Source: an optimization exercise on an open RTL-to-GDS flow (aim: small area, a short achievable clock period and few clock cycles). Production flows keep margins and buffers that such runs may drop. In this exercise RTL edits were held to simulation tests only and were not proved equivalent to the original.

--- flow/design.v ---
`timescale 1ns / 100ps
module fpu_double( clk, rst, enable, rmode, fpu_op, opa, opb, out, ready, underflow,
overflow, inexact, exception, invalid);
input		clk;
input		rst;
input		enable;
input	[1:0]	rmode;
input	[2:0]	fpu_op;
input	[63:0]	opa, opb;
output	[63:0]	out;
output		ready;
output		underflow;
output		overflow;
output		inexact;
output		exception;
output		invalid;
reg [63:0] out;
reg ready, underflow, overflow, inexact, exception, invalid;
localparam [4:0]
  S_IDLE = 5'd0,
  S_A1   = 5'd1,  S_A1B = 5'd2,  S_A2  = 5'd3,  S_SN  = 5'd4,
  S_M    = 5'd5,  S_MC  = 5'd6,  S_MS0 = 5'd7,  S_MSR = 5'd8,  S_MSL = 5'd9,  S_MFIN = 5'd10,
  S_D    = 5'd11, S_D29 = 5'd12, S_D30 = 5'd13,
  S_DN   = 5'd14, S_DE1 = 5'd15, S_DE2 = 5'd16, S_DR1 = 5'd17, S_DR2 = 5'd18,
  S_DP   = 5'd19, S_DPS = 5'd20, S_DFIN = 5'd21,
  S_RND  = 5'd22, S_DE3 = 5'd23, S_DE4 = 5'd24;
localparam [2:0] C_ADD = 3'd0, C_SUB = 3'd1, C_MUL = 3'd2, C_DIV = 3'd3, C_FIN = 3'd4, C_FINR = 3'd5;
reg [4:0] st;
reg [4:0] st_nx;
reg [31:0] oh;    
reg en_d;
wire idle = oh[S_IDLE];
wire start = enable & ~en_d;
reg [63:0] A, B;
reg [1:0]  OPR, RMR;
reg a_zero, b_zero, a_inf, b_inf, a_qnan, b_qnan, a_snan, b_snan;
reg an, bn;            
reg agt, aeq;          
reg [10:0] dab, dba;   
reg  [3:0] mgt, meq;   
wire mge = mgt[3] | (meq[3] & (mgt[2] | (meq[2] & (mgt[1] | (meq[1] & (mgt[0] | meq[0]))))));
wire [10:0] diff = agt ? dab : dba;
wire [10:0] ea_p = opa[62:52], eb_p = opb[62:52];
wire an_p = |ea_p, bn_p = |eb_p;
wire [10:0] dab_p = ea_p - eb_p;
wire [11:0] dba_p = {1'b0, eb_p} - {1'b0, ea_p};
wire agt_p = dba_p[11];
wire [10:0] ea = A[62:52], eb = B[62:52];
wire sa = A[63], sb = B[63];
reg [63:0] X, Y;       
reg [59:0] R;          
reg [55:0] Q, QM;      
reg        qprev;      
reg        r0c, r1c;   
reg        neg3;       
reg        Dh;         
reg [11:0] E, E2;      
reg        e_is0, e_ge2, e_is1;
reg        c_add, c_sub, c_mul, c_div, c_finr;
reg        first;       
reg        sgn;
reg        stk;        
reg [6:0]  cnt;
reg [11:0] cnt2;
reg        esub;
reg        mfast;
reg        et0, dright;
reg        cpa_sub1;    
wire       cpa_cin = cpa_sub1 | (oh[S_MC] & r0c);
wire [63:0] cpa_y = {Y[63:1], Y[0] | (oh[S_MC] & r1c)};
wire [64:0] cpa_w = {X, cpa_cin} + {cpa_y, cpa_cin};
wire [63:0] cpa = cpa_w[64:1];
wire a_den = ~an, b_den = ~bn;
wire a_ge_b = agt | (aeq & mge);
wire [55:0] fa = {1'b0, an, A[51:0], 2'b00};
wire [55:0] fb = {1'b0, bn, B[51:0], 2'b00};
wire [55:0] LA = a_ge_b ? fa : fb;
reg  lnsd;            
wire [55:0] sh_in = agt ? (lnsd ? {fb[54:0], 1'b0} : fb) : (lnsd ? {fa[54:0], 1'b0} : fa);
wire [3:0] sa10 = 4'b0001 << diff[1:0];
wire [3:0] sa32 = 4'b0001 << diff[3:2];
wire [3:0] sa54 = (|diff[10:6]) ? 4'b0000 : (4'b0001 << diff[5:4]);
wire [55:0] sh_inx = sh_in ^ {56{esub_w}};
wire [58:0] shx0 = {{3{esub_w}}, sh_inx};
wire [55:0] shl1 = ({56{sa10[0]}} & shx0[55:0]) | ({56{sa10[1]}} & shx0[56:1])
                 | ({56{sa10[2]}} & shx0[57:2]) | ({56{sa10[3]}} & shx0[58:3]);
wire [103:0] shx1 = {{48{esub_w}}, shl1};
wire [55:0] shl2 = ({56{sa32[0]}} & shx1[55:0]) | ({56{sa32[1]}} & shx1[59:4])
                 | ({56{sa32[2]}} & shx1[63:8]) | ({56{sa32[3]}} & shx1[67:12]);
wire [103:0] shx2 = {{48{esub_w}}, shl2};
wire [55:0] shifted = ({56{sa54[0]}} & shx2[55:0]) | ({56{sa54[1]}} & shx2[71:16])
                    | ({56{sa54[2]}} & shx2[87:32]) | ({56{sa54[3]}} & shx2[103:48])
                    | {56{~|sa54 & esub_w}};
wire small_den = agt ? b_den : a_den;
wire fix_fast = ~small_den & (diff >= 11'd55);
wire [55:0] SS0 = (aeq & mge) ? (fb ^ {56{esub_w}}) : shifted;
wire [55:0] SS = {SS0[55:1], SS0[0] ^ fix_fast};    
wire [10:0] el = agt ? ea : eb;
wire esub_w = OPR[0] ^ sa ^ sb;
wire sub_sign = a_ge_b ? sa : (~sb ^ (OPR == 2'b00));
wire small_nz = agt ? (|B[51:0]) : (|A[51:0]);
wire mfirst = first;
wire [52:0] Mm = {an, A[51:0]};
reg [11:0] bdig;
function [2:0] benc;
  input [2:0] b;
  benc = {b[2] & ~(b[1] & b[0]), (b == 3'b011) | (b == 3'b100), b[1] ^ b[0]};
endfunction
wire [8:0] bsrc_cap = {opb[7:0], 1'b0};
wire [8:0] bsrc_m = {Q[15:8], Q[7]};
wire [11:0] bdig_cap = {benc(bsrc_cap[8:6]), benc(bsrc_cap[6:4]), benc(bsrc_cap[4:2]), benc(bsrc_cap[2:0])};
wire [11:0] bdig_m = {benc(bsrc_m[8:6]), benc(bsrc_m[6:4]), benc(bsrc_m[4:2]), benc(bsrc_m[2:0])};
wire [55:0] row0, row1, row2, row3;
wire n0 = bdig[2], n1 = bdig[5], n2 = bdig[8], n3 = bdig[11];
fpu_booth_row br0(.one(bdig[0]), .two(bdig[1]), .neg(bdig[2]), .m(Mm), .row(row0));
fpu_booth_row br1(.one(bdig[3]), .two(bdig[4]), .neg(bdig[5]), .m(Mm), .row(row1));
fpu_booth_row br2(.one(bdig[6]), .two(bdig[7]), .neg(bdig[8]), .m(Mm), .row(row2));
fpu_booth_row br3(.one(bdig[9]), .two(bdig[10]), .neg(bdig[11]), .m(Mm), .row(row3));
wire [55:0] us = X[63:8];
wire [55:0] uc = Y[63:8];
wire [63:0] ma_in0 = {8'b0, us};
wire [63:0] ma_in1 = {8'b0, uc};
wire [63:0] ma_in2 = {1'b0, 1'b1, 1'b0, 1'b1, 1'b0, 1'b1, 1'b0, 1'b1, row0};
wire [63:0] ma_in3 = {6'b0, row1, 1'b0, n0};
wire [63:0] ma_in4 = {4'b0, row2, 1'b0, n1, 2'b0};
wire [63:0] ma_in5 = {2'b0, row3, 1'b0, n2, 4'b0};
wire [63:0] l1s_a = ma_in0 ^ ma_in1 ^ ma_in2;
wire [63:0] l1c_a = {((ma_in0 & ma_in1) | (ma_in0 & ma_in2) | (ma_in1 & ma_in2)), 1'b0};
wire [63:0] l1s_b = ma_in3 ^ ma_in4 ^ ma_in5;
wire [63:0] l1c_b = {((ma_in3 & ma_in4) | (ma_in3 & ma_in5) | (ma_in4 & ma_in5)), 1'b0};
wire [63:0] l2s = l1s_a ^ l1c_a ^ l1s_b;
wire [63:0] l2c = {((l1s_a & l1c_a) | (l1s_a & l1s_b) | (l1c_a & l1s_b)), 1'b0};
wire [63:0] l3s = l2s ^ l2c ^ l1c_b;
wire [63:0] l3c = {((l2s & l2c) | (l2s & l1c_b) | (l2c & l1c_b)), 1'b0};
wire [7:0] lo_s = X[7:0];
wire [9:0] retire = {2'b0, lo_s} + {2'b0, Y[7:1], r1c} + {3'b0, neg3, 6'b0} + {9'b0, r0c};
wire dfirst = first;
wire dfast;
wire [52:0] Dv = {Dh, B[51:0]};
wire [55:0] ws = X[55:0];
wire [55:0] wc = Y[55:0];
reg  [2:0] qr;    
wire q_neg = qr[2], q_two = qr[1], q_one = qr[0];
wire q_pos = (q_two | q_one) & ~q_neg;
wire [57:0] qD4 = q_two ? {2'b0, Dv, 3'b0} : q_one ? {3'b0, Dv, 2'b0} : 58'd0;
wire [57:0] dT = q_pos ? ~qD4 : qD4;
wire [57:0] w4s = {ws, 2'b00};
wire [57:0] w4c = {wc, 2'b00};
wire [57:0] ns = w4s ^ w4c ^ dT;
wire [57:0] nc = {((w4s & w4c) | (w4s & dT) | (w4c & dT)), q_pos};
reg  [3:0] qh;    
wire [57:0] D2x = {2'b0, Dv, 3'b0}, D1x = {3'b0, Dv, 2'b0};
wire [55:48] dTn = ({8{qh[3]}} & ~D2x[55:48]) | ({8{qh[2]}} & ~D1x[55:48])
                 | ({8{qh[1]}} & D1x[55:48]) | ({8{qh[0]}} & D2x[55:48]);
wire [55:48] w4sn = ws[53:46], w4cn = wc[53:46];
wire [55:49] nsn = w4sn[55:49] ^ w4cn[55:49] ^ dTn[55:49];
wire [55:49] ncn = (w4sn[54:48] & w4cn[54:48]) | (w4sn[54:48] & dTn[54:48]) | (w4cn[54:48] & dTn[54:48]);
wire [6:0] yhat = nsn + ncn;
wire [2:0] qd;
fpu_srt_sel qs(.y(yhat), .d(Dv[51:49]), .q(qd));
wire q1two = ((opb[51:49] == 3'd0) & opa[51]) | ((opb[51:49] == 3'd1) & opa[51] & opa[50])
           | ((opb[51:49] == 3'd2) & (&opa[51:49]));
wire [2:0] qd1 = {1'b0, q1two, ~q1two};
wire [1:0] qmag = q_two ? 2'd2 : q_one ? 2'd1 : 2'd0;
wire [55:0] Q_nx  = q_neg ? {QM[53:0], 2'd0 - qmag} : {Q[53:0], qmag};
wire [55:0] QM_nx = (q_pos) ? {Q[53:0], qmag - 2'd1} : {QM[53:0], 2'd3 - qmag};
wire wneg = R[55];
wire rmsb_f = wneg ? QM[0] : Q[0];
wire [1:0] cmul = {1'b0, wneg} + {1'b0, rmsb_f};
wire [52:0] zx = R[54:2];
wire [52:0] zy = cmul == 2'd1 ? Dv : cmul == 2'd2 ? {Dv[51:0], 1'b0} : 53'd0;
wire zdiv = ~|((zx ^ zy) ^ {(zx[51:0] | zy[51:0]), 1'b0});
wire [11:0] d_et  = {1'b0, ea} + 12'd1023;
wire        d_uf1 = {1'b0, eb} > d_et;
wire [11:0] d_uft1 = d_uf1 ? ({1'b0, eb} - d_et) : 12'd0;
wire [11:0] d_ef1 = d_et - {1'b0, eb};
wire [11:0] d_ef2 = d_uf1 ? 12'd0 : d_ef1;
wire [11:0] f_ef4 = d_uf1 ? 12'd0 : d_ef1;
reg dfast_r;
assign dfast = dfast_r;
wire dfast_p = an_p & bn_p & (dba_p[11] | (dba_p[10:0] < 11'd1023));
wire [11:0] m_et0 = {1'b0, ea} + {1'b0, eb};
reg  [11:0] m_et;
wire        m_egt = m_et > 12'd1021;
wire [11:0] m_e1 = m_et - 12'd1022;
wire [11:0] m_e2 = m_egt ? m_e1 : 12'd0;
wire [11:0] m_eu = 12'd1022 - m_et;
wire [56:0] V = R[59:3];
wire shr = (c_add & V[55]) | c_finr;
wire shl = (c_sub & ~V[54] & V[53] & e_ge2) | (c_mul & ~V[54]) | (c_div & ~V[54] & ~e_is1);
wire shn = ~shr & ~shl;
wire ralt = (c_add & (V[55] | (e_is0 & V[54]))) | ((c_sub | c_mul | c_div) & ~V[54]);
wire [63:0] rnd_out;
wire [4:0]  rnd_flags;
fpu_round_exc rx(.v(V), .shn(shn), .shr(shr), .shl(shl), .st(stk | (|R[2:0])),
  .e1(E), .e2(E2), .ealt(ralt), .s(sgn), .rm(RMR), .op(OPR),
  .a_zero(a_zero), .b_zero(b_zero), .a_inf(a_inf), .b_inf(b_inf),
  .a_qnan(a_qnan), .b_qnan(b_qnan), .a_snan(a_snan), .b_snan(b_snan),
  .sa(sa), .sb(sb), .pa(A[50:0]), .pb(B[50:0]),
  .out(rnd_out), .flags(rnd_flags));
wire sub_slow = c_sub & ~V[54] & ~V[53];
wire sn_done = V[54] | ~e_ge2 | ~|V;
wire msl_go = (E != 12'd0) & (cnt2 < 12'd53) & ~R[57];
wire dabort = ~dfast;
always @* begin
  st_nx = st;
  case (st)
    S_IDLE: if (start) st_nx = (fpu_op[1:0] == 2'b10) ? S_M : (fpu_op[1:0] == 2'b11) ? S_D : S_A1;
    S_A1: st_nx = (small_den & ~aeq) ? S_A1B : S_A2;
    S_A1B: st_nx = S_A2;
    S_A2: st_nx = S_RND;
    S_SN: if (sn_done) st_nx = S_RND;
    S_M: if (cnt == 7'd6) st_nx = S_MC;
    S_MC: st_nx = mfast ? S_RND : S_MS0;
    S_MS0: st_nx = (a_zero | b_zero) ? S_RND : m_egt ? S_MSL : S_MSR;
    S_MSR: if (cnt2 == 12'd0) st_nx = S_MFIN;
    S_MSL: if (~msl_go) st_nx = S_MFIN;
    S_MFIN: st_nx = S_RND;
    S_D: if (first & dabort) st_nx = S_DN;
         else if (cnt == 7'd27) st_nx = S_D29;
    S_D29: st_nx = S_D30;
    S_D30: st_nx = S_RND;
    S_DN: if (X[52] | (cnt == 7'd53)) st_nx = S_DE1;
    S_DE1: if (Dh | (cnt == 7'd53)) st_nx = S_DE4;
    S_DE4: st_nx = S_DR1;
    S_DR1: st_nx = S_DR2;
    S_DR2: st_nx = (cnt == 7'd1) ? S_DP : S_DR1;
    S_DP: st_nx = S_DPS;
    S_DPS: if (cnt2 == 12'd0) st_nx = S_DFIN;
    S_DFIN: st_nx = S_RND;
    S_RND: st_nx = sub_slow ? S_SN : S_IDLE;
    default: st_nx = S_IDLE;
  endcase
end
always @(posedge clk) begin
  if (rst) begin
    st <= S_IDLE;
    oh <= 32'd1 << S_IDLE;
    en_d <= 1'b0;
    ready <= 1'b0;
  end else begin
    st <= st_nx;
    oh <= 32'd1 << st_nx;
    en_d <= enable;
    if (oh[S_IDLE] & start) ready <= 1'b0;
    if (oh[S_RND] & ~sub_slow) ready <= 1'b1;
  end
end
always @(posedge clk) begin
  cpa_sub1 <= (st_nx == S_A2) ? esub_w : (st_nx == S_DR1);
  first <= (st_nx != st);
end
always @(posedge clk) begin
  if (oh[S_RND] & ~sub_slow) begin
    out <= rnd_out;
    {underflow, overflow, inexact, exception, invalid} <= rnd_flags;
  end
end
wire dstep = oh[S_D] & ~(first & dabort);
wire dn_sha = oh[S_DN] & ~X[52] & (cnt != 7'd53);
wire dr2_upd = oh[S_DR2] & (cnt != 7'd1);
wire [63:0] Xcap = (fpu_op[1:0] == 2'b10) ? {1'b1, 63'd0} : {11'd0, an_p, opa[51:0]};
wire x_hold = ~(oh[S_IDLE] | oh[S_A1] | oh[S_M] | dstep | dn_sha | oh[S_DE4] | dr2_upd);
wire xf = oh[S_M] | dstep;
wire [63:0] X_fast = oh[S_M] ? l3s : {8'd0, ns[55:0]};
wire [63:0] X_slow =
    ({64{oh[S_IDLE]}} & Xcap)
  | ({64{oh[S_A1]}} & {5'd0, LA, 3'd0})
  | ({64{dn_sha}} & {X[63:53], X[51:0], 1'b0})
  | ({64{oh[S_DE4]}} & {10'd0, X[53:0]})
  | ({64{dr2_upd}} & {X[63:54], (R[59] ? {X[52:0], 1'b0} : {R[52:0], 1'b0})})
  | ({64{x_hold}} & X);
wire [63:0] X_nx = xf ? X_fast : X_slow;
wire a1b_fix = small_nz & (esub ? &Y : ~|Y);
wire y_hold = ~(oh[S_IDLE] | oh[S_A1] | oh[S_M] | dstep | oh[S_DE4] | oh[S_A1B]);
wire [63:0] Y_fast = oh[S_M] ? l3c : {8'd0, nc[55:0]};
wire [63:0] Y_slow =
    ({64{oh[S_A1]}} & {{5{esub_w}}, SS, {3{esub_w}}})
  | ({64{oh[S_A1B]}} & {Y[63:4], Y[3] ^ a1b_fix, Y[2:0]})
  | ({64{oh[S_DE4]}} & ~{11'd0, Dv})
  | ({64{y_hold}} & Y);
wire [63:0] Y_nx = xf ? Y_fast : Y_slow;
wire r_cpa = oh[S_A2] | oh[S_MC] | oh[S_D29] | oh[S_DR1];
wire sn_sh = oh[S_SN] & ~sn_done;
wire ms_zero = oh[S_MS0] & ((a_zero | b_zero) | (~m_egt & (m_eu >= 12'd106)));
wire p_shr = (oh[S_MSR] & (cnt2 != 12'd0)) | (oh[S_MSL] & ~msl_go & (E == 12'd0));
wire p_shl = oh[S_MSL] & msl_go;
wire dps_go = oh[S_DPS] & (cnt2 != 12'd0);
wire q_shr = dps_go & dright;
wire q_shl = dps_go & ~dright;
wire r_hold = ~(r_cpa | sn_sh | ms_zero | p_shr | p_shl | oh[S_D30] | oh[S_DP] | q_shr | q_shl | oh[S_DFIN]);
wire [59:0] R_nx =
    ({60{r_cpa}} & cpa[59:0])
  | ({60{sn_sh}} & {R[58:0], 1'b0})
  | ({60{p_shr}} & {R[59:58], 1'b0, R[57:1]})
  | ({60{p_shl}} & {R[59:58], R[56:0], Q[55]})
  | ({60{oh[S_D30]}} & {2'b00, (wneg ? QM[54:0] : Q[54:0]), 3'b000})
  | ({60{oh[S_DP]}} & {2'b00, Q[54:0], 3'b000})
  | ({60{q_shr}} & {R[59:58], 1'b0, R[57:4], R[2:0]})
  | ({60{q_shl}} & {R[59:58], R[56:3], Q[55], R[2:0]})
  | ({60{oh[S_DFIN]}} & {1'b0, E2[0], R[57:0]})
  | ({60{r_hold}} & R);
wire q_hold = ~(oh[S_IDLE] | oh[S_M] | dstep | ms_zero | p_shr | p_shl | oh[S_DE4] | oh[S_DR2] | oh[S_DP] | q_shr | q_shl);
wire [55:0] Q_nx2 =
    ({56{oh[S_IDLE]}} & {3'd0, bn_p, opb[51:0]})
  | ({56{oh[S_M]}} & {retire[7:0], Q[55:8]})
  | ({56{dstep}} & Q_nx)
  | ({56{ms_zero}} & ((a_zero | b_zero) ? Q : 56'd0))
  | ({56{p_shr}} & {R[0], Q[55:9], Q[7:0]})
  | ({56{p_shl}} & {Q[54:8], 1'b0, Q[7:0]})
  | ({56{oh[S_DR2]}} & {Q[54:0], ~R[59]})
  | ({56{oh[S_DP]}} & {X[52:0], 3'b000})
  | ({56{q_shr}} & {R[3], Q[55:4], Q[2:0]})
  | ({56{q_shl}} & {Q[54:3], 1'b0, Q[2:0]})
  | ({56{q_hold}} & Q);
always @(posedge clk) begin
  qr <= oh[S_IDLE] ? qd1 : qd;
  qh <= oh[S_IDLE] ? {qd1[1], qd1[0], 2'b00} : {~qd[2] & qd[1], ~qd[2] & qd[0], qd[2] & qd[0], qd[2] & qd[1]};
  bdig <= oh[S_IDLE] ? bdig_cap : bdig_m;
  X <= X_nx;
  Y <= Y_nx;
  R <= R_nx;
  Q <= Q_nx2;
  if (dstep) QM <= QM_nx;
end
always @(posedge clk) begin
  case (st)
  S_IDLE: begin
    A <= opa; B <= opb; OPR <= fpu_op[1:0]; RMR <= rmode;
    a_zero <= ~|opa[62:0];
    b_zero <= ~|opb[62:0];
    a_inf  <= (&ea_p) & ~|opa[51:0];
    b_inf  <= (&eb_p) & ~|opb[51:0];
    a_qnan <= (&ea_p) & (|opa[51:0]) & opa[51];
    b_qnan <= (&eb_p) & (|opb[51:0]) & opb[51];
    a_snan <= (&ea_p) & (|opa[51:0]) & ~opa[51];
    b_snan <= (&eb_p) & (|opb[51:0]) & ~opb[51];
    an <= an_p; bn <= bn_p;
    agt <= agt_p; aeq <= (ea_p == eb_p);
    dab <= dab_p; dba <= dba_p[10:0];
    lnsd <= agt_p ? (~bn_p & an_p) : (~an_p & bn_p);
    mgt <= {opa[51:39] > opb[51:39], opa[38:26] > opb[38:26], opa[25:13] > opb[25:13], opa[12:0] > opb[12:0]};
    meq <= {opa[51:39] == opb[51:39], opa[38:26] == opb[38:26], opa[25:13] == opb[25:13], opa[12:0] == opb[12:0]};
    Dh <= bn_p;
    dfast_r <= dfast_p;
    qprev <= 1'b0; r0c <= 1'b0; r1c <= 1'b0; neg3 <= 1'b0;
    cnt <= 7'd0; cnt2 <= 12'd0;
    stk <= 1'b0;
    c_add <= 1'b0; c_sub <= 1'b0; c_mul <= 1'b0; c_div <= 1'b0; c_finr <= 1'b0;
  end
  S_A1: begin
    E <= {1'b0, el};
    esub <= esub_w;
    sgn <= esub_w ? sub_sign : sa;
  end
  S_A2: begin
    E2 <= esub ? ((E >= 12'd2) ? E - 12'd1 : 12'd0) : {1'b0, E[10:0] + 11'd1};
    c_add <= ~esub; c_sub <= esub;
    e_is0 <= (E == 12'd0);
    e_ge2 <= (E >= 12'd2);
  end
  S_SN: begin
    if (sn_done) begin
      if (~V[54]) E <= 12'd0;
      c_sub <= 1'b0;
    end else begin
      E <= E - 12'd1;
      e_ge2 <= (E >= 12'd3);
    end
  end
  S_M: begin
    qprev <= Q[7];
    r0c <= |retire[9:8]; r1c <= retire[9];
    neg3 <= n3;
    cnt <= cnt + 7'd1;
    if (cnt == 7'd1) m_et <= m_et + {11'd0, ~an} + {11'd0, ~bn};
    if (mfirst) begin
      m_et <= m_et0;
      sgn <= sa ^ sb;
    end
    if (cnt == 7'd2) mfast <= an & bn & m_egt & (m_e2 >= 12'd2);
  end
  S_MC: begin
    stk <= |Q[55:8];
    E <= m_e2; E2 <= m_e2 - 12'd1;
    c_mul <= mfast;
    cnt2 <= 12'd0;
  end
  S_MS0: begin
    if (a_zero | b_zero) begin
      stk <= 1'b0; E <= 12'd0;
    end else if (~m_egt) begin
      E <= 12'd0;
      cnt2 <= (m_eu >= 12'd106) ? 12'd0 : m_eu + 12'd1;
    end
  end
  S_MSR: if (cnt2 != 12'd0) cnt2 <= cnt2 - 12'd1;
  S_MSL: begin
    if (msl_go) begin cnt2 <= cnt2 + 12'd1; E <= E - 12'd1; end
  end
  S_MFIN: stk <= |Q[55:8];
  S_D: begin
    if (first & dabort) begin
      cnt <= 7'd0;
      cnt2 <= d_uft1;
      E <= d_ef2;
      sgn <= sa ^ sb;
    end else begin
      cnt <= cnt + 7'd1;
      if (first) begin sgn <= sa ^ sb; E <= f_ef4; end
    end
  end
  S_D30: begin
    stk <= ~zdiv;
    E2 <= E - 12'd1;
    e_is1 <= (E == 12'd1);
    c_div <= 1'b1;
  end
  S_DN: begin    
    if (dn_sha) begin
      cnt <= cnt + 7'd1;
      if (cnt != 7'd0) begin
        if (E != 12'd0) E <= E - 12'd1; else cnt2 <= cnt2 + 12'd1;
      end
    end else cnt <= 7'd0;
  end
  S_DE1: begin   
    if (~Dh & (cnt != 7'd53)) begin
      {Dh, B[51:0]} <= {B[51:0], 1'b0};
      cnt <= cnt + 7'd1;
      if (cnt != 7'd0) E <= E + 12'd1;
    end
  end
  S_DE4: begin
    et0 <= (E == 12'd0);
    cnt <= 7'd55;
  end
  S_DR2: cnt <= cnt - 7'd1;
  S_DP: begin
    E <= a_zero ? 12'd0 : ((Q[54] | et0) ? E : E - 12'd1);
    E2 <= {11'd0, |((Q[54] | et0) ? E : E - 12'd1)};    
    cnt2 <= et0 ? ((cnt2 > 12'd51) ? 12'd52 : cnt2) : ((Q[54] | (E == 12'd1)) ? 12'd1 : 12'd2);
    dright <= et0;
    c_finr <= 1'b1;
  end
  S_DPS: if (cnt2 != 12'd0) cnt2 <= cnt2 - 12'd1;
  S_DFIN: stk <= R[3] | (|Q[55:3]);
  default: ;
  endcase
end
endmodule
`timescale 1ns / 100ps
module fpu_booth_row(one, two, neg, m, row);
input		one, two, neg;
input	[52:0]	m;
output	[55:0]	row;
wire [54:0] pp = ({55{one}} & {2'b00, m}) | ({55{two}} & {1'b0, m, 1'b0});
assign row = {~neg, pp ^ {55{neg}}};
endmodule
`timescale 1ns / 100ps
module fpu_srt_sel(y, d, q);
input	[6:0]	y;
input	[2:0]	d;
output	[2:0]	q;
reg signed [7:0] m2, m1, m0, mn1;
always @* begin
  case (d)
    3'd0: begin m2 = 12; m1 = 4; m0 = -4; mn1 = -13; end
    3'd1: begin m2 = 14; m1 = 4; m0 = -6; mn1 = -15; end
    3'd2: begin m2 = 15; m1 = 4; m0 = -6; mn1 = -16; end
    3'd3: begin m2 = 16; m1 = 4; m0 = -6; mn1 = -18; end
    3'd4: begin m2 = 18; m1 = 6; m0 = -8; mn1 = -20; end
    3'd5: begin m2 = 20; m1 = 6; m0 = -8; mn1 = -20; end
    3'd6: begin m2 = 20; m1 = 8; m0 = -8; mn1 = -22; end
    default: begin m2 = 24; m1 = 8; m0 = -8; mn1 = -24; end
  endcase
end
wire signed [7:0] ys = {y[6], y};
wire ge2 = ys >= m2;
wire ge1 = ys >= m1;
wire ge0 = ys >= m0;
wire gen1 = ys >= mn1;
assign q[2] = ~ge0;                           
assign q[1] = ge2 | ~gen1;                    
assign q[0] = (ge1 & ~ge2) | (~ge0 & gen1);   
endmodule
`timescale 1ns / 100ps
module fpu_round_exc(v, shn, shr, shl, st, e1, e2, ealt, s, rm, op, a_zero, b_zero, a_inf, b_inf,
  a_qnan, b_qnan, a_snan, b_snan, sa, sb, pa, pb, out, flags);
input	[56:0]	v;
input		shn, shr, shl;    
input		st;               
input	[11:0]	e1, e2;
input		ealt;             
input		s;
input	[1:0]	rm;
input	[1:0]	op;
input		a_zero, b_zero, a_inf, b_inf, a_qnan, b_qnan, a_snan, b_snan, sa, sb;
input	[50:0]	pa, pb;
output	[63:0]	out;
output	[4:0]	flags;    
wire [53:2] mf = ({52{shn}} & v[53:2]) | ({52{shr}} & v[54:3]) | ({52{shl}} & v[52:1]);
wire m54 = (shn & v[54]) | (shr & v[55]) | (shl & v[53]);
wire m1  = (shn & v[1]) | (shr & v[2]) | (shl & v[0]);
wire m0  = (shn & v[0]) | (shr & v[1]) | st;
wire ones_c = &v[52:3];
wire zeros_c = ~|v[52:3];
wire ones = ones_c & ((shn & v[53] & v[2]) | (shr & v[54] & v[53]) | (shl & v[2] & v[1]));
wire zeros = zeros_c & ((shn & ~v[53] & ~v[2]) | (shr & ~v[54] & ~v[53]) | (shl & ~v[2] & ~v[1]));
wire [53:0] w = {v[54:1]} | {52'd0, shr, shn | shr};
wire [53:0] wi = w + 54'd1;
wire [53:2] finc = ({52{shn}} & wi[52:1]) | ({52{shr}} & wi[53:2]) | ({52{shl}} & wi[51:0]);
wire rn = (rm == 2'b00), rz = (rm == 2'b01), rp = (rm == 2'b10), rmi = (rm == 2'b11);
wire gs = m1 | m0;
wire trig = (rn & m1) | (rp & ~s & gs) | (rmi & s & gs);
wire ov = m54 & ones;
wire [51:0] frac = trig ? finc : mf;
wire [11:0] e = ealt ? e2 : e1;
wire einc = trig & ov;
wire [11:0] e1p = e1 + 12'd1, e2p = e2 + 12'd1;
wire [11:0] ef = ealt ? (einc ? e2p : e2) : (einc ? e1p : e1);
wire e1_big = e1 > 12'd2046, e1_big1 = e1 > 12'd2045;
wire e2_big = e2 > 12'd2046, e2_big1 = e2 > 12'd2045;
wire e1_z = (e1[10:0] == 11'd0), e1_z1 = (e1[10:0] == 11'h7ff);
wire e2_z = (e2[10:0] == 11'd0), e2_z1 = (e2[10:0] == 11'h7ff);
wire ebig0 = ealt ? e2_big : e1_big;       
wire ebig = ealt ? (einc ? e2_big1 : e2_big) : (einc ? e1_big1 : e1_big);
wire ezero = ealt ? (einc ? e2_z1 : e2_z) : (einc ? e1_z1 : e1_z);
wire in_z = ezero & (trig ? ones : zeros);
wire add = (op == 2'b00), sub = (op == 2'b01), mul = (op == 2'b10), dv = (op == 2'b11);
wire apinf = a_inf & ~sa, aninf = a_inf & sa, bpinf = b_inf & ~sb, bninf = b_inf & sb;
wire nan_in = a_qnan | b_qnan | a_snan | b_snan;
wire snan_in = a_snan | b_snan;
wire a_nan = a_qnan | a_snan;
wire div_by_0 = dv & b_zero & ~a_zero;
wire div_0_0 = dv & b_zero & a_zero;
wire div_ii = dv & a_inf & b_inf;
wire div_by_inf = dv & ~a_inf & b_inf;
wire mul_0i = mul & ((a_inf & b_zero) | (a_zero & b_inf));
wire mul_inf = mul & (a_inf | b_inf) & ~mul_0i;
wire div_inf = dv & a_inf & ~b_inf;
wire asii = (add & apinf & bninf) | (add & aninf & bpinf) | (sub & apinf & bpinf) | (sub & aninf & bninf);
wire asi = (add | sub) & (a_inf | b_inf) & ~asii;
wire oit0 = asi | mul_inf | div_inf | div_by_0;
wire oit = oit0 | ebig;
wire irdt = (oit & ~s & rmi) | (oit & s & rp) | (oit & rz);
wire mul_uf0 = mul & ~a_zero & ~b_zero;
wire div_uf0 = dv & ~a_zero;
wire uft = div_by_inf | ((mul_uf0 | div_uf0) & in_z);
wire inv = snan_in | asii | mul_0i | div_0_0 | div_ii;
wire ovf = oit & ~nan_in;
wire inx = (gs | oit | uft) & ~nan_in;
wire exc = inv | ovf | uft | inx;
wire nan_out = nan_in | inv;
wire snan_t = inv & ~snan_in;
wire [62:0] nan0 = a_nan ? {11'h7ff, 1'b1, pa} : {11'h7ff, 1'b1, pb};
wire [62:0] nano = snan_t ? {11'h7ff, 2'b01, pa[49:0]} : nan0;
wire [62:0] oinf = irdt ? {11'h7fe, {52{1'b1}}} : {11'h7ff, 52'd0};
wire early_inf = oit0 | ebig0;
wire irdt0 = (early_inf & ~s & rmi) | (early_inf & s & rp) | (early_inf & rz);
wire [62:0] oinf0 = irdt0 ? {11'h7fe, {52{1'b1}}} : {11'h7ff, 52'd0};
wire [62:0] body = nan_out ? nano : early_inf ? oinf0 : div_by_inf ? 63'd0 : {ef[10:0], frac};
assign out = {s, body};
assign flags = {uft, ovf, inx, exc, inv};
endmodule
--- flow/run.sh ---
#!/bin/bash
# synth_recipe.tcl (not shown) runs the flow's synth.tcl, then flattens the netlist and writes it again
# the make line also repeats each setting of config.mk as NAME=value (left out here)
make -C /OpenROAD-flow-scripts/flow DESIGN_CONFIG=/design/flow/config.mk WORK_HOME=/design/flow/orfs CLKGATE_MAP_FILE= SYNTH_SCRIPT=/design/flow/synth_recipe.tcl finish
--- flow/config.mk ---
export PLATFORM = sky130hd
export DESIGN_NAME = fpu_double
export DESIGN_NICKNAME = fpu_double
export VERILOG_FILES = /design/flow/design.v
export SDC_FILE = /design/flow/constraint.sdc
export NUM_CORES = 8
export LEC_CHECK = 0
export CAP_MARGIN = 40
export CORE_MARGIN = 2
export CORE_UTILIZATION = 42
export PLACE_DENSITY = 0.5
export SETUP_SLACK_MARGIN = 4.3
export SLEW_MARGIN = 40
--- flow/constraint.sdc ---
create_clock -name core_clock -period 7.5 [get_ports {clk}]
set_input_delay 1.5000 -clock core_clock [delete_from_list [all_inputs] [get_ports {clk}]]
set_output_delay 1.5000 -clock core_clock [all_outputs]
set_load 0.01 [all_outputs]
==> impl_metrics.py, run 1 <==
metrics = {
    "run_status": {
        "outcome": "no timing/DRC/antenna violations",
    },
    "die": {
        "io_pins": 206,
        "rows": 150,
        "fp.dieW_um": 415,
        "fp.dieArea_um2": 172000,
        "start_util": 0.424,
        "core_um2": 168000,
        "die_y_um": 415,
    },
    "sta": {
        "maxSlewViolCount": 0,
        "finalHoldViolCount": 0,
        "period_needed_ns": 3.81,
        "fmax_ghz": 0.263,
        "clock_skew_ns": 0.0361,
        "setup-violations-final": 0,
        "setup_tns_ns": 0,
        "finalCritPeriodShare": 0.508,
        "rsz0062_at_grt": "true",
        "relSlewSlack": 0.253,
        "worstMarginPinSlew_ns": 1.09,
    },
    "synthesis": {
        "synth_area_per_cell_um2": 8.41,
        "synth_cell_type_count": 101,
        "synth_mux_area_frac": 0.0681,
        "async_reset_ff_frac": 0,
        "yosys_warnings": 2,
        "synth_cells": 8443,
        "syn-num-nets": 9173,
        "synthAdderAreaFrac": 0.136,
        "synth-xor-area-share": 0.0803,
        "ys_ff_latch": 665,
        "synth_area_um2": 71000,
        "synth_edf_count": 372,
        "synthSimpleGateAreaFrac": 0.133,
        "synth_top_family_by_area": "compound AO/OA/AOI/OAI gates",
        "synth_ff_type": "edfxtp_1",
        "synth_compound_area_frac": 0.260,
        "yosysSeqAreaShare": 0.240,
    },
    "clock_tree": {
        "clk_latency_ns": 0.79,
        "htreeDepth": 3,
        "cts_hold_buf": 0,
        "cts_buffers": 88,
        "cts_root_buffer": "clkbuf_16",
        "cts_sinks": 665,
        "clk_path_buf_depth": 3,
        "clkTransAtPathRegs_ns": 0.06,
        "cts_tree": "yes",
    },
    "placement": {
        "io_buffers": 204,
        "gp_congestion": 1.08,
        "dp_hpwl_um": 313000,
        "placed_area_um2": 75900,
    },
    "critical_path": {
        "crit_required_ns": 8.13,
        "end_kind": "flop",
        "critical_path_class": "reg -> reg",
        "arrival_ns": 4.44,
        "crit_fanout": 7,
        "worstSetupStartpointType": "flop",
    },
    "global_routing": {
        "antenna_found_initial": 36,
        "grt_pass1_vias": 72400,
        "gr-usage-all-layers": 0.487,
        "grt_max_degree": 160,
        "grt_pass1_wl_um": 594000,
        "overflow": 0,
    },
    "detailed_routing": {
        "vias_per_cell": 7.07,
        "post-route-drc-count": 0,
        "vias": 78900,
        "drt_first_iter_violations": 12800,
        "first_pass_iters": 13,
        "ant_nets": 0,
        "finalWirelength_um": 440000,
        "detail_route.wl_per_cell_um": 39.5,
    },
    "worst_hold_path": {
        "min-delay-path-class": "reg -> reg",
    },
    "cells_and_area": {
        "layout.nets": 9583,
        "drive_gt1_frac": 0.253,
        "design_area_um2": 91100,
        "area_growth_pct": 28.3,
        "fillers": 15700,
    },
    "run": {
        "maxCapViolCount": 0,
    },
}
through the flow:
step,utilization,std cells,hold slack (ns),setup WS [ns]
after global placement,0.451,10400,0.437,2.31
final,0.543,11200,0.450,3.69
after CTS,0.515,10900,0.449,3.72
after detailed placement,0.453,10400,0.441,2.73
after floorplan,-,8443,0.422,3.98
after global routing,0.543,11100,0.484,3.69
layout by cell type (no fill, tap or decap), drive strengths merged, types with 153 or more instances in the layout:
cell and instances:
nand2 739, xor2 193, mux2i 237, inv 708, o21ai 451, buf 901, nor2 362, a21oi 527
ha 302, fa 292, nor4 153, a221o 167, dfxtp 293, a22oi 390, xnor2 455, a221oi 167
edfxtp 372
synth_stat cells (46+ instances only):
library cell	count	area [µm²]
a211oi_1	82	616
a21o_1	104	781
a21oi_1	525	2630
a221o_1	167	1670
a221oi_1	167	1460
a222oi_1	111	1110
a22oi_1	390	2930
a31oi_1	88	551
and2_1	46	288
and3_1	70	438
buf_1	86	323
buf_2	74	370
clkbuf_1	623	2340
dfxtp_1	293	5870
edfxtp_1	372	11200
fa_1	292	5850
ha_1	302	3780
inv_1	704	2640
mux2_2	123	1390
mux2i_1	236	2360
mux4_2	47	1060
nand2_1	737	2770
nand3_1	133	666
nand4_1	114	713
nor2_1	360	1350
nor2b_1	56	350
nor3_1	132	661
nor4_1	150	938
o21a_1	52	390
o21ai_0	444	2220
o221ai_1	48	420
o22ai_1	127	795
xnor2_1	455	3990
xor2_1	193	1690
registers in the layout, summed over array words and instances, names as in the netlist, 7 cells and up:
signal  cells
Q          56
dba        10
B          64
cnt         7
Y          64
bdig       12
QM         55
oh         21
R          60
cnt2       12
m_et       12
X          64
E2         12
dab        11
A          64
E          12
out        64
final timing paths:
kind	to	slack [ns]	start	cells past startpoint
max	Y[19]	3.69	agt	12
min	X[62]	0.45	X[62]	2
max reg2reg	Y[19]	3.69	agt	12
min reg2reg	X[62]	0.45	X[62]	2
cell type report:
cell class                      instances  area [µm²]  area share
Multi-Input combinational cell       6267       54000       0.593
Sequential cell                       665       17300       0.190
Timing Repair Buffer                 1118       11100       0.122
Tap cell                             2204        2760      0.0303
Inverter                              713        2750      0.0302
Clock buffer                          120        2460      0.0271
Clock inverter                         45         606     0.00665
Antenna cell                           21        52.6    0.000577
repair_timing:
item / CTS / global route
cloned: 29 / 10
pin swaps: 235 / 312
setup buffers: 343 / 208
gates resized for setup: 965 / 647
endpoints found under the setup margin: 510 / 361
worst max-delay path, stage by stage (launching register included):
cell	delay [ns]
edfxtp_1	0.45
buf_6	0.16
buf_12	0.13
or2_4	0.32
buf_12	0.19
o22ai_4	0.27
nor2_4	0.07
mux4_2	0.54
xnor2_2	0.19
mux2i_1	0.11
a222oi_1	0.88
a21o_1	0.25
a21oi_1	0.08
cells by family after synthesis:
| kind of cell | after synthesis |
|---|---|
| AND/OR/NAND/NOR | 1964 |
| flip-flops | 665 |
| AO/OA/AOI/OAI | 2641 |
| XOR/XNOR | 649 |
| adder cells (fa/ha/maj) | 594 |
| buffers and inverters | 1522 |
| multiplexers | 408 |
metal layers:
metal | GRT usage | share of wire | vias to the layer above
met3 | 0.148 | 0.13 | 1687
met5 | 0 | 0.00038 | -
met2 | 0.692 | 0.40 | 6151
li1 | - | - | 32100
met4 | 0.430 | 0.11 | 28
met1 | 0.592 | 0.35 | 38900
Testbench counts, summed over its fixed seeds: cycles 25,837.
==> run 2, diff against run 1 <==
--- a/flow/config.mk
+++ b/flow/config.mk
@@ -8,6 +8,6 @@
 export CAP_MARGIN = 40
 export CORE_MARGIN = 2
-export CORE_UTILIZATION = 42
-export PLACE_DENSITY = 0.5
-export SETUP_SLACK_MARGIN = 4.3
+export CORE_UTILIZATION = 45
+export PLACE_DENSITY = 0.48
+export SETUP_SLACK_MARGIN = 4.2
 export SLEW_MARGIN = 40
==> run 2 against run 1 <==
Against the previous run:
- still clean on timing, DRC and antenna
- synthesized cell count unchanged
- critical path depth down 3
- first-iteration DRC count up 6.6%
- setup slack worse by 0.0010 ns
- routed wire length down 2.2%
- final cell count down 2.3%
- design area down 2.8%
==> impl_metrics.py, run 2 <==
metrics = {
    "run_status": {
        "outcome": "no timing/DRC/antenna violations",
    },
    "detailed_routing": {
        "finalWirelength_um": 431000,
        "detail_route.wl_per_cell_um": 39.5,
        "vias": 79300,
        "post-route-drc-count": 0,
        "ant_nets": 0,
        "drt_first_iter_violations": 13600,
        "vias_per_cell": 7.28,
        "first_pass_iters": 12,
    },
    "sta": {
        "maxSlewViolCount": 0,
        "clock_skew_ns": 0.0702,
        "worstMarginPinSlew_ns": 1.12,
        "finalHoldViolCount": 0,
        "setup_tns_ns": 0,
        "finalCritPeriodShare": 0.508,
        "period_needed_ns": 3.81,
        "fmax_ghz": 0.263,
        "relSlewSlack": 0.254,
        "rsz0062_at_grt": "true",
        "setup-violations-final": 0,
    },
    "global_routing": {
        "grt_pass1_wl_um": 574000,
        "grt_pass1_vias": 71700,
        "gr-usage-all-layers": 0.501,
        "grt_max_degree": 118,
        "antenna_found_initial": 59,
        "overflow": 0,
    },
    "synthesis": {
        "synth_cells": 8443,
        "synth_edf_count": 372,
        "ys_ff_latch": 665,
        "yosysTopAreaCell": "edfxtp_1",
        "yosysMostFrequentCell": "nand2_1",
        "synth_ff_type": "edfxtp_1",
        "async_reset_ff_frac": 0,
        "synthTopCellsByArea": "edfxtp_1 (16%), dfxtp_1 (8.3%), fa_1 (8.2%)",
        "yosys_warnings": 2,
        "synth_area_um2": 71000,
        "synth_top_area_share": 0.157,
        "synth_cell_type_count": 101,
        "synth_area_per_cell_um2": 8.41,
        "yosysSeqAreaShare": 0.240,
        "syn-num-nets": 9173,
        "netlist_top_cells_count": "nand2_1 (737), inv_1 (704), clkbuf_1 (623)",
    },
    "cells_and_area": {
        "multi_input_area_um2": 52800,
        "area_growth_pct": 24.7,
        "fillers": 14400,
        "layout.nets": 9457,
        "mostFrequentLayoutCell": "nand2_1",
        "final_cell_mix": "nand2_1 (700), inv_1 (683), buf_4 (583)",
        "drive_gt1_frac": 0.222,
        "regArea_um2": 17200,
    },
    "die": {
        "fp.dieArea_um2": 161000,
        "io_pins": 206,
        "die_y_um": 401,
        "core_um2": 156000,
        "start_util": 0.454,
        "fp.dieW_um": 401,
        "rows": 145,
    },
    "clock_tree": {
        "htreeDepth": 3,
        "cts_root_buffer": "clkbuf_16",
        "clk_latency_ns": 0.77,
        "clkTransAtPathRegs_ns": 0.06,
        "clk_path_buf_depth": 3,
        "cts_buffers": 87,
        "cts_tree": "yes",
        "cts_sinks": 665,
        "cts_hold_buf": 0,
    },
    "critical_path": {
        "r2r_slack_ns": 3.69,
        "cp_slowest_cell": "dfxtp_2",
        "crit_path_start": "Y[24]",
        "cp_num_buf_inv": 0,
        "critical_path_class": "reg -> reg",
        "critPathMaxStageDelay_ns": 0.68,
        "cpMostUsedCell": "o21ai_0",
        "rr_worst_depth": 9,
        "crit_path_cell_trace": "ha_2, a21oi_1, o21ai_0, a2111oi_2, o31ai_2, nor2_4, o31a_1, o21ai_0, a211o_1",
        "regToRegStartpoint": "Y[24]",
        "end_kind": "flop",
        "arrival_ns": 4.44,
        "r2r_end": "R[47]",
        "crit_required_ns": 8.13,
        "crit_fanout": 6,
        "worstSetupStartpointType": "flop",
        "critical-path-top-delay-family": "compound AO/OA/AOI/OAI gates",
        "worstSetupEndpoint": "R[47]",
        "critical_path_depth": 9,
    },
    "worst_hold_path": {
        "min-delay-path-class": "reg -> reg",
    },
    "placement": {
        "io_buffers": 204,
        "gp_congestion": 1.11,
        "dp_hpwl_um": 300000,
    },
    "run": {
        "maxCapViolCount": 0,
    },
}
-- run 2: cell counts after synthesis --
Identical to the previous run, type by type.
-- run 2: worst min-delay path, stage by stage (launching register included) --
cell and delay [ns]:
dfxtp_1 0.31, nand2_1 0.05, nand2_1 0.04
-- run 2: logic make-up (layout without fill, tap and decap cells) --
family	count (synthesis)	after routing	synth area share
fa+ha+maj	594	594	0.136
xor+xnor	649	650	0.0803
flops	665	665	0.240
mux	408	408	0.0681
compound gates	2641	2647	0.260
buf+inv	1522	1867	0.0834
other cells	0	35	0
simple gates	1964	1970	0.133
-- run 2: area by class of cell --
class / instances / area share
antenna: 35 / 0.000989
clock inverter: 43 / 0.00531
sequential: 665 / 0.195
inverter: 713 / 0.0308
timing repair buffer: 991 / 0.113
multi-input combinational: 6269 / 0.597
clock buffer: 120 / 0.0294
tap: 2058 / 0.0291
-- run 2: timing repair --
action	CTS	global route
buffers inserted	255	203
pin swaps	114	245
cloned	24	22
setup endpoints to repair	438	280
resized for setup	630	666
-- run 2: worst min-delay path by stage --
stage / start / to / slack [ns] / cells past startpoint
2_1_floorplan: X[62] / X[62] / 0.42 / 2
4_1_cts: X[62] / X[62] / 0.45 / 2
3_5_place_dp: X[62] / X[62] / 0.44 / 2
5_1_grt: X[62] / X[62] / 0.49 / 2
6_report: X[62] / X[62] / 0.45 / 2
3_3_place_gp: X[62] / X[62] / 0.44 / 2
-- run 2: per-stage QoR --
stage | worst slack (ns) | utilization | cells | hold slack (ns) | area [µm²]
detailed placement | 2.53 | 0.481 | 10200 | 0.436 | 75200
CTS | 3.82 | 0.532 | 10600 | 0.446 | 83200
global placement | 2.38 | 0.480 | 10200 | 0.436 | 75000
finish | 3.69 | 0.566 | 10900 | 0.445 | 88500
floorplan | 3.95 | - | 8443 | 0.422 | 71100
global route | 3.70 | 0.566 | 10900 | 0.490 | 88500
-- run 2: layer usage --
metal | GRT usage | wire, µm | vias to the layer above
li1 | - | - | 31800
met1 | 0.599 | 148000 | 38400
met2 | 0.707 | 169000 | 6897
met3 | 0.180 | 63100 | 2064
met4 | 0.441 | 49700 | 35
met5 | 0 | 555 | -
==> run 3, diff against run 2 <==
--- a/flow/design.v
+++ b/flow/design.v
@@ -151,10 +151,11 @@
 reg  [3:0] qh;    
 wire [57:0] D2x = {2'b0, Dv, 3'b0}, D1x = {3'b0, Dv, 2'b0};
-wire [55:48] dTn = ({8{qh[3]}} & ~D2x[55:48]) | ({8{qh[2]}} & ~D1x[55:48])
-                 | ({8{qh[1]}} & D1x[55:48]) | ({8{qh[0]}} & D2x[55:48]);
-wire [55:48] w4sn = ws[53:46], w4cn = wc[53:46];
-wire [55:49] nsn = w4sn[55:49] ^ w4cn[55:49] ^ dTn[55:49];
-wire [55:49] ncn = (w4sn[54:48] & w4cn[54:48]) | (w4sn[54:48] & dTn[54:48]) | (w4cn[54:48] & dTn[54:48]);
-wire [6:0] yhat = nsn + ncn;
+reg  [53:46] shs, shc;
+wire [55:44] dTn = ({12{qh[3]}} & ~D2x[55:44]) | ({12{qh[2]}} & ~D1x[55:44])
+                 | ({12{qh[1]}} & D1x[55:44]) | ({12{qh[0]}} & D2x[55:44]);
+wire [55:44] w4sn = {shs[53:46], ws[45:42]}, w4cn = {shc[53:46], wc[45:42]};
+wire [55:45] nsn = w4sn[55:45] ^ w4cn[55:45] ^ dTn[55:45];
+wire [55:45] ncn = (w4sn[54:44] & w4cn[54:44]) | (w4sn[54:44] & dTn[54:44]) | (w4cn[54:44] & dTn[54:44]);
+wire [6:0] yhat = nsn[55:49] + ncn[55:49];
 wire [2:0] qd;
 fpu_srt_sel qs(.y(yhat), .d(Dv[51:49]), .q(qd));
@@ -316,4 +317,6 @@
 always @(posedge clk) begin
   qr <= oh[S_IDLE] ? qd1 : qd;
+  shs <= oh[S_IDLE] ? Xcap[53:46] : nsn[53:46];
+  shc <= oh[S_IDLE] ? 8'd0 : ncn[53:46];
   qh <= oh[S_IDLE] ? {qd1[1], qd1[0], 2'b00} : {~qd[2] & qd[1], ~qd[2] & qd[0], qd[2] & qd[0], qd[2] & qd[1]};
   bdig <= oh[S_IDLE] ? bdig_cap : bdig_m;
--- a/flow/config.mk
+++ b/flow/config.mk
@@ -8,6 +8,6 @@
 export CAP_MARGIN = 40
 export CORE_MARGIN = 2
-export CORE_UTILIZATION = 45
-export PLACE_DENSITY = 0.48
+export CORE_UTILIZATION = 40
+export PLACE_DENSITY = 0.45
 export SETUP_SLACK_MARGIN = 4.2
 export SLEW_MARGIN = 40
==> run 3 against run 2 <==
Against the previous run:
- still clean on timing, DRC and antenna
- synthesized cell count is 0.62% lower
- global-route usage is 1.9 points lower
- synthesized area is 0.67% lower
- count of clock-buffer cells in the layout is 5 higher
- fmax is 1.5% lower
- first-iteration DRC count is 5.3% lower
- routed wire length is 5.5% higher
- via count is 1.1% lower
- register-to-register slack worse by 0.06 ns
- non-clock buffer count is 123 higher
- critical endpoint is now qh[3]
==> impl_metrics.py, run 3 <==
metrics = {
    "global_routing": {
        "antenna_found_initial": 26,
        "overflow": 0,
        "grt_pass1_vias": 71800,
        "grt_max_degree": 79,
        "grt_pass1_wl_um": 606000,
        "gr-usage-all-layers": 0.482,
    },
    "detailed_routing": {
        "vias": 78400,
        "ant_nets": 0,
        "vias_per_cell": 6.97,
        "detail_route.wl_per_cell_um": 40.4,
        "post-route-drc-count": 0,
        "finalWirelength_um": 454000,
        "drt_first_iter_violations": 12900,
        "first_pass_iters": 13,
    },
    "synthesis": {
        "synth_area_per_cell_um2": 8.40,
        "netlist_top_cells_count": "nand2_1 (796), inv_1 (724), clkbuf_1 (602)",
        "yosysSeqAreaShare": 0.246,
        "synth_top_area_share": 0.158,
        "synth_area_um2": 70500,
        "yosysMostFrequentCell": "nand2_1",
        "synth_ff_type": "edfxtp_1",
        "ys_ff_latch": 681,
        "yosysTopAreaCell": "edfxtp_1",
        "synth_edf_count": 372,
        "synth_cell_type_count": 106,
        "synthTopCellsByArea": "edfxtp_1 (16%), dfxtp_1 (8.8%), fa_1 (8.4%)",
        "yosys_warnings": 2,
        "async_reset_ff_frac": 0,
        "synth_cells": 8391,
        "syn-num-nets": 9124,
    },
    "cells_and_area": {
        "drive_gt1_frac": 0.246,
        "finish.utilization": 0.518,
        "layout.nets": 9542,
        "mostFrequentLayoutCell": "nand2_1",
        "area_growth_pct": 29.1,
        "final_cell_mix": "nand2_1 (736), inv_1 (696), buf_4 (638)",
    },
    "placement": {
        "io_buffers": 204,
        "dp_hpwl_um": 313000,
        "dp_slack_ns": 2.57,
        "gp_congestion": 1.04,
    },
    "sta": {
        "maxSlewViolCount": 0,
        "worstMarginPinSlew_ns": 1.16,
        "finalCritPeriodShare": 0.516,
        "period_needed_ns": 3.87,
        "finalHoldViolCount": 0,
        "fmax_ghz": 0.259,
        "setup_tns_ns": 0,
        "rsz0062_at_grt": "true",
        "relSlewSlack": 0.222,
        "setup_slack_ns": 3.63,
        "holdWs_ns": 0.456,
        "setup-violations-final": 0,
        "clock_skew_ns": 0.0470,
    },
    "die": {
        "fp.dieArea_um2": 180000,
        "io_pins": 206,
        "core_um2": 176000,
        "start_util": 0.401,
        "fp.dieW_um": 424,
        "die_y_um": 424,
        "rows": 154,
    },
    "critical_path": {
        "worstSetupStartpointType": "flop",
        "arrival_ns": 4.51,
        "crit_fanout": 3,
        "critical_path_class": "reg -> reg",
        "crit_required_ns": 8.14,
        "end_kind": "flop",
    },
    "worst_hold_path": {
        "min-delay-path-class": "reg -> reg",
    },
    "clock_tree": {
        "cts_tree": "yes",
        "htreeDepth": 3,
        "cts_hold_buf": 0,
        "cts_sinks": 681,
        "clk_latency_ns": 0.79,
        "clk_path_buf_depth": 3,
        "clkTransAtPathRegs_ns": 0.06,
        "cts_buffers": 91,
        "cts_root_buffer": "clkbuf_16",
    },
    "run_status": {
        "outcome": "no timing/DRC/antenna violations",
    },
    "run": {
        "maxCapViolCount": 0,
    },
}
-- run 3: cell count changes after synthesis, sizes merged, moves of 20 or more --
| cell | before | now |
|---|---|---|
| o22ai | 127 | 149 |
| a221oi | 167 | 139 |
| a21oi | 527 | 479 |
| nor2 | 360 | 389 |
| inv | 707 | 727 |
| nand2 | 738 | 796 |
| a21o | 104 | 72 |
| a31oi | 88 | 43 |
-- run 3: layout make-up --
| class | count | area, µm² |
|---|---|---|
| Multi-Input combinational cell | 6193 | 52800 |
| Clock buffer | 125 | 2550 |
| Fill cell | 16800 | 84700 |
| Timing Repair Buffer | 1114 | 11700 |
| Inverter | 728 | 2820 |
| Sequential cell | 681 | 17700 |
| Antenna cell | 24 | 60.1 |
| Tap cell | 2340 | 2930 |
| Clock inverter | 45 | 474 |
-- run 3: final timing paths --
path | from | end | slack [ns] | cells past startpoint
min reg2reg | X[62] | X[62] | 0.46 | 2
max reg2reg | B[46] | qh[3] | 3.63 | 16
max | B[46] | qh[3] | 3.63 | 16
min | X[62] | X[62] | 0.46 | 2
-- run 3: what timing repair did --
action,CTS,global route
setup buffers,386,208
pin swaps,186,301
setup endpoints to repair,449,331
gates resized for setup,827,669
gates cloned,42,14
-- run 3: through the flow --
step / cell area [µm²] / cells
after CTS: 86000 / 11000
after global placement: 74800 / 10400
after detailed placement: 75200 / 10400
after floorplan: 70900 / 8391
final: 91000 / 11300
after global routing: 91000 / 11200
-- run 3: cells by family after synthesis --
group / Yosys count / synth area share
AO/OA/AOI/OAI: 2497 / 0.248
AND/OR/NAND/NOR: 2026 / 0.136
buffers and inverters: 1528 / 0.0846
flip-flops: 681 / 0.246
XOR/XNOR: 660 / 0.0822
adder cells (fa/ha/maj): 597 / 0.137
multiplexers: 402 / 0.0658
-- run 3: worst max-delay path, cell delays in order, from the launching register on --
cell	delay, ns
edfxtp_1	0.47
buf_8	0.17
mux2_4	0.29
a211oi_2	0.18
fa_1	0.49
inv_2	0.09
ha_4	0.13
fa_2	0.51
ha_4	0.25
a21oi_2	0.14
nor2b_1	0.06
o21ai_1	0.12
nand2b_1	0.09
a211o_1	0.27
mux2i_1	0.19
mux2i_1	0.11
and2_1	0.19
-- run 3: metal layers --
layer / up-vias / GRT usage / routed length (µm)
met2: 6320 / 0.699 / 187000
met4: 10 / 0.429 / 50500
met3: 1861 / 0.133 / 55900
met5: - / 0 / 68
li1: 31700 / - / -
met1: 38600 / 0.582 / 161000
Testbench counts of run 3, summed over its fixed seeds: cycles 25,837.
==> run 4, diff against run 3 <==
--- a/flow/design.v
+++ b/flow/design.v
@@ -152,6 +152,8 @@
 wire [57:0] D2x = {2'b0, Dv, 3'b0}, D1x = {3'b0, Dv, 2'b0};
 reg  [53:46] shs, shc;
-wire [55:44] dTn = ({12{qh[3]}} & ~D2x[55:44]) | ({12{qh[2]}} & ~D1x[55:44])
-                 | ({12{qh[1]}} & D1x[55:44]) | ({12{qh[0]}} & D2x[55:44]);
+reg  [51:40] dsh;
+wire [55:44] D2n = {1'b1, dsh[51:41]}, D1n = {2'b01, dsh[51:42]};
+wire [55:44] dTn = ({12{qh[3]}} & ~D2n) | ({12{qh[2]}} & ~D1n)
+                 | ({12{qh[1]}} & D1n) | ({12{qh[0]}} & D2n);
 wire [55:44] w4sn = {shs[53:46], ws[45:42]}, w4cn = {shc[53:46], wc[45:42]};
 wire [55:45] nsn = w4sn[55:45] ^ w4cn[55:45] ^ dTn[55:45];
@@ -159,5 +161,5 @@
 wire [6:0] yhat = nsn[55:49] + ncn[55:49];
 wire [2:0] qd;
-fpu_srt_sel qs(.y(yhat), .d(Dv[51:49]), .q(qd));
+fpu_srt_sel qs(.y(yhat), .d(dsh[51:49]), .q(qd));
 wire q1two = ((opb[51:49] == 3'd0) & opa[51]) | ((opb[51:49] == 3'd1) & opa[51] & opa[50])
            | ((opb[51:49] == 3'd2) & (&opa[51:49]));
@@ -318,4 +320,5 @@
   qr <= oh[S_IDLE] ? qd1 : qd;
   shs <= oh[S_IDLE] ? Xcap[53:46] : nsn[53:46];
+  if (oh[S_IDLE]) dsh <= opb[51:40];
   shc <= oh[S_IDLE] ? 8'd0 : ncn[53:46];
   qh <= oh[S_IDLE] ? {qd1[1], qd1[0], 2'b00} : {~qd[2] & qd[1], ~qd[2] & qd[0], qd[2] & qd[0], qd[2] & qd[1]};
==> run 4 against run 3 <==
Against the previous run:
- non-clock buffer count is 45 higher
- fmax is 6.0% higher
- critical path type unchanged
- critical endpoint is now R[19]
==> impl_metrics.py, run 4 <==
metrics = {
    "die": {
        "core_um2": 179000,
        "fp.dieW_um": 428,
        "io_pins": 206,
        "rows": 155,
        "die_y_um": 428,
        "fp.dieArea_um2": 183000,
        "start_util": 0.403,
    },
    "cells_and_area": {
        "fillers": 16700,
        "finish.utilization": 0.527,
        "area_growth_pct": 30.9,
        "multi_input_area_um2": 54800,
        "design_area_um2": 94200,
        "mostFrequentLayoutCell": "inv_1",
        "drive_gt1_frac": 0.265,
        "regArea_um2": 17900,
        "layout.nets": 9723,
        "final_cell_mix": "inv_1 (695), nand2_1 (669), buf_4 (629)",
    },
    "sta": {
        "worstMarginPinSlew_ns": 1.43,
        "clock_skew_ns": 0.0588,
        "rsz0062_at_grt": "true",
        "maxSlewViolCount": 0,
        "period_needed_ns": 3.65,
        "setup-violations-final": 0,
        "finalCritPeriodShare": 0.486,
        "relSlewSlack": 0.0373,
        "setup_tns_ns": 0,
        "fmax_ghz": 0.274,
        "finalHoldViolCount": 0,
    },
    "synthesis": {
        "netlist_top_cells_count": "nand2_1 (730), inv_1 (728), clkbuf_1 (575)",
        "synthTopCellsByArea": "edfxtp_1 (16%), dfxtp_1 (8.6%), fa_1 (8.2%)",
        "synth_edf_count": 382,
        "synth_area_um2": 72000,
        "synth_ff_type": "edfxtp_1",
        "yosysMostFrequentCell": "nand2_1",
        "yosys_warnings": 2,
        "async_reset_ff_frac": 0,
        "synth_top_area_share": 0.159,
        "synth_cells": 8533,
        "syn-num-nets": 9266,
        "ys_ff_latch": 691,
        "yosysTopAreaCell": "edfxtp_1",
        "yosysSeqAreaShare": 0.245,
        "synth_area_per_cell_um2": 8.44,
        "synth_cell_type_count": 111,
    },
    "placement": {
        "placed_area_um2": 77100,
        "dp_hpwl_um": 346000,
        "io_buffers": 204,
        "gp_congestion": 1.10,
    },
    "detailed_routing": {
        "ant_nets": 0,
        "drt_first_iter_violations": 13800,
        "post-route-drc-count": 0,
        "finalWirelength_um": 501000,
        "route.met2.wl_um": 191000,
        "first_pass_iters": 12,
        "vias_per_cell": 7.32,
        "routedLengthMet1_um": 176000,
        "route.top_layer_used": "met5",
        "vias": 84100,
        "detail_route.wl_per_cell_um": 43.7,
        "route.met3.wl_um": 76800,
    },
    "critical_path": {
        "crit_fanout": 7,
        "critical_path_class": "reg -> reg",
        "worstSetupStartpointType": "flop",
        "arrival_ns": 4.40,
        "end_kind": "flop",
        "crit_required_ns": 8.25,
    },
    "clock_tree": {
        "clk_path_buf_depth": 3,
        "clkTransAtPathRegs_ns": 0.06,
        "cts_root_buffer": "clkbuf_16",
        "cts_tree": "yes",
        "cts_sinks": 691,
        "cts_hold_buf": 0,
        "htreeDepth": 3,
        "cts_buffers": 91,
        "clk_latency_ns": 0.85,
    },
    "global_routing": {
        "gr-usage-all-layers": 0.512,
        "grt_max_degree": 139,
        "antenna_found_initial": 52,
        "grt_pass1_wl_um": 652000,
        "grt_pass1_vias": 75600,
        "overflow": 0,
    },
    "run": {
        "maxCapViolCount": 0,
    },
    "worst_hold_path": {
        "min-delay-path-class": "reg -> reg",
    },
    "run_status": {
        "outcome": "no timing/DRC/antenna violations",
    },
}
==> run 4: repair_timing <==
item / CTS / global route
setup buffers: 326 / 228
setup endpoints to repair: 433 / 336
pin swaps: 192 / 350
gates cloned: 40 / 25
gates resized for setup: 928 / 825
endpoints found under the hold margin: 0 / 0
==> run 4: final timing paths <==
kind,from,to,slack (ns),depth (start not counted)
hold reg to reg,X[62],X[62],0.45,2
setup / recovery,R[52],R[19],3.85,13
hold / removal,X[62],X[62],0.45,2
setup reg to reg,R[52],R[19],3.85,13
==> run 4: stage by stage <==
stage / std cells / hold WS [ns] / setup slack [ns]
3_3_place_gp: 10600 / 0.443 / 2.51
2_1_floorplan: 8533 / 0.422 / 3.89
3_5_place_dp: 10600 / 0.445 / 2.54
4_1_cts: 11200 / 0.453 / 3.91
6_report: 11500 / 0.455 / 3.85
5_1_grt: 11400 / 0.501 / 3.77
==> run 4: routing by layer <==
layer | global-route usage | up-vias
met5 | 0.00755 | -
li1 | - | 32400
met1 | 0.612 | 41300
met3 | 0.232 | 2399
met4 | 0.446 | 24
met2 | 0.686 | 7971
==> run 4: critical path: stages (launching register included) <==
cell and delay, ns:
dfxtp_2 0.32, buf_12 0.12, nor4_4 0.46, nand4_1 0.50
nor4_4 0.51, buf_6 0.19, a21oi_4 0.08, or3_4 0.40
o21bai_4 0.21, or2_4 0.30, buf_6 0.14, buf_12 0.15
a22oi_2 0.09, nand3_1 0.10
==> run 4: layout make-up <==
type	instances	area share
Clock inverter	55	0.00825
Timing Repair Buffer	1159	0.130
Clock buffer	116	0.0266
Multi-Input combinational cell	6313	0.581
Sequential cell	691	0.190
Inverter	733	0.0310
Antenna cell	61	0.00162
Timing Repair inverter	1	0.000120
Tap cell	2355	0.0313
==> run 4: kinds of logic after synthesis <==
family	count (synthesis)	synth area share
AND/OR/NAND/NOR	2042	0.135
multiplexers	408	0.0678
adder cells (fa/ha/maj)	597	0.135
XOR/XNOR	662	0.0811
flip-flops	691	0.245
buffers and inverters	1543	0.0844
AO/OA/AOI/OAI	2590	0.252
Testbench counts of run 4, summed over its fixed seeds: cycles 25,837.

-- afterwards: timing with drivers on the ports --
No port has a modelled driver above. Below, the same layouts with a new extraction and two added sets of constraints. Step 1 sets driving cells, clkbuf_16 on the clock port and buf_2 on the other inputs (assumed; they add their load-dependent delay and slew). Step 2, shift: input delay + t, output delay - t, t = (earliest + latest rising clock arrival at the registers) / 2. This alone moves slack from input paths to output paths. Slacks: no drivers / after step 1 / after step 2; pairs: no drivers / after step 1.
| run | t, ns | slack for setup (ns) | hold slack, ns | clock arrival spread, ns | worst slew at a driven data input, ns |
|---|---|---|---|---|---|
| run 1 | 0.863 | 3.693 / 3.693 / 3.418 | 0.450 / 0.450 / 0.450 | 0.038 / 0.038 | 0.16 |
| run 2 | 0.828 | 3.692 / 3.692 / 3.217 | 0.445 / 0.445 / 0.445 | 0.071 / 0.070 | 0.23 |
| run 3 | 0.852 | 3.633 / 3.633 / 3.373 | 0.456 / 0.456 / 0.456 | 0.048 / 0.048 | 0.09 |
| run 4 | 0.907 | 3.854 / 3.854 / 3.179 | 0.455 / 0.455 / 0.455 | 0.060 / 0.060 | 0.05 |
After both steps every run listed still meets setup and hold. The setup slack of run 4, which loses most, moves by 0.000 ns with the drivers and by -0.675 ns with both steps.
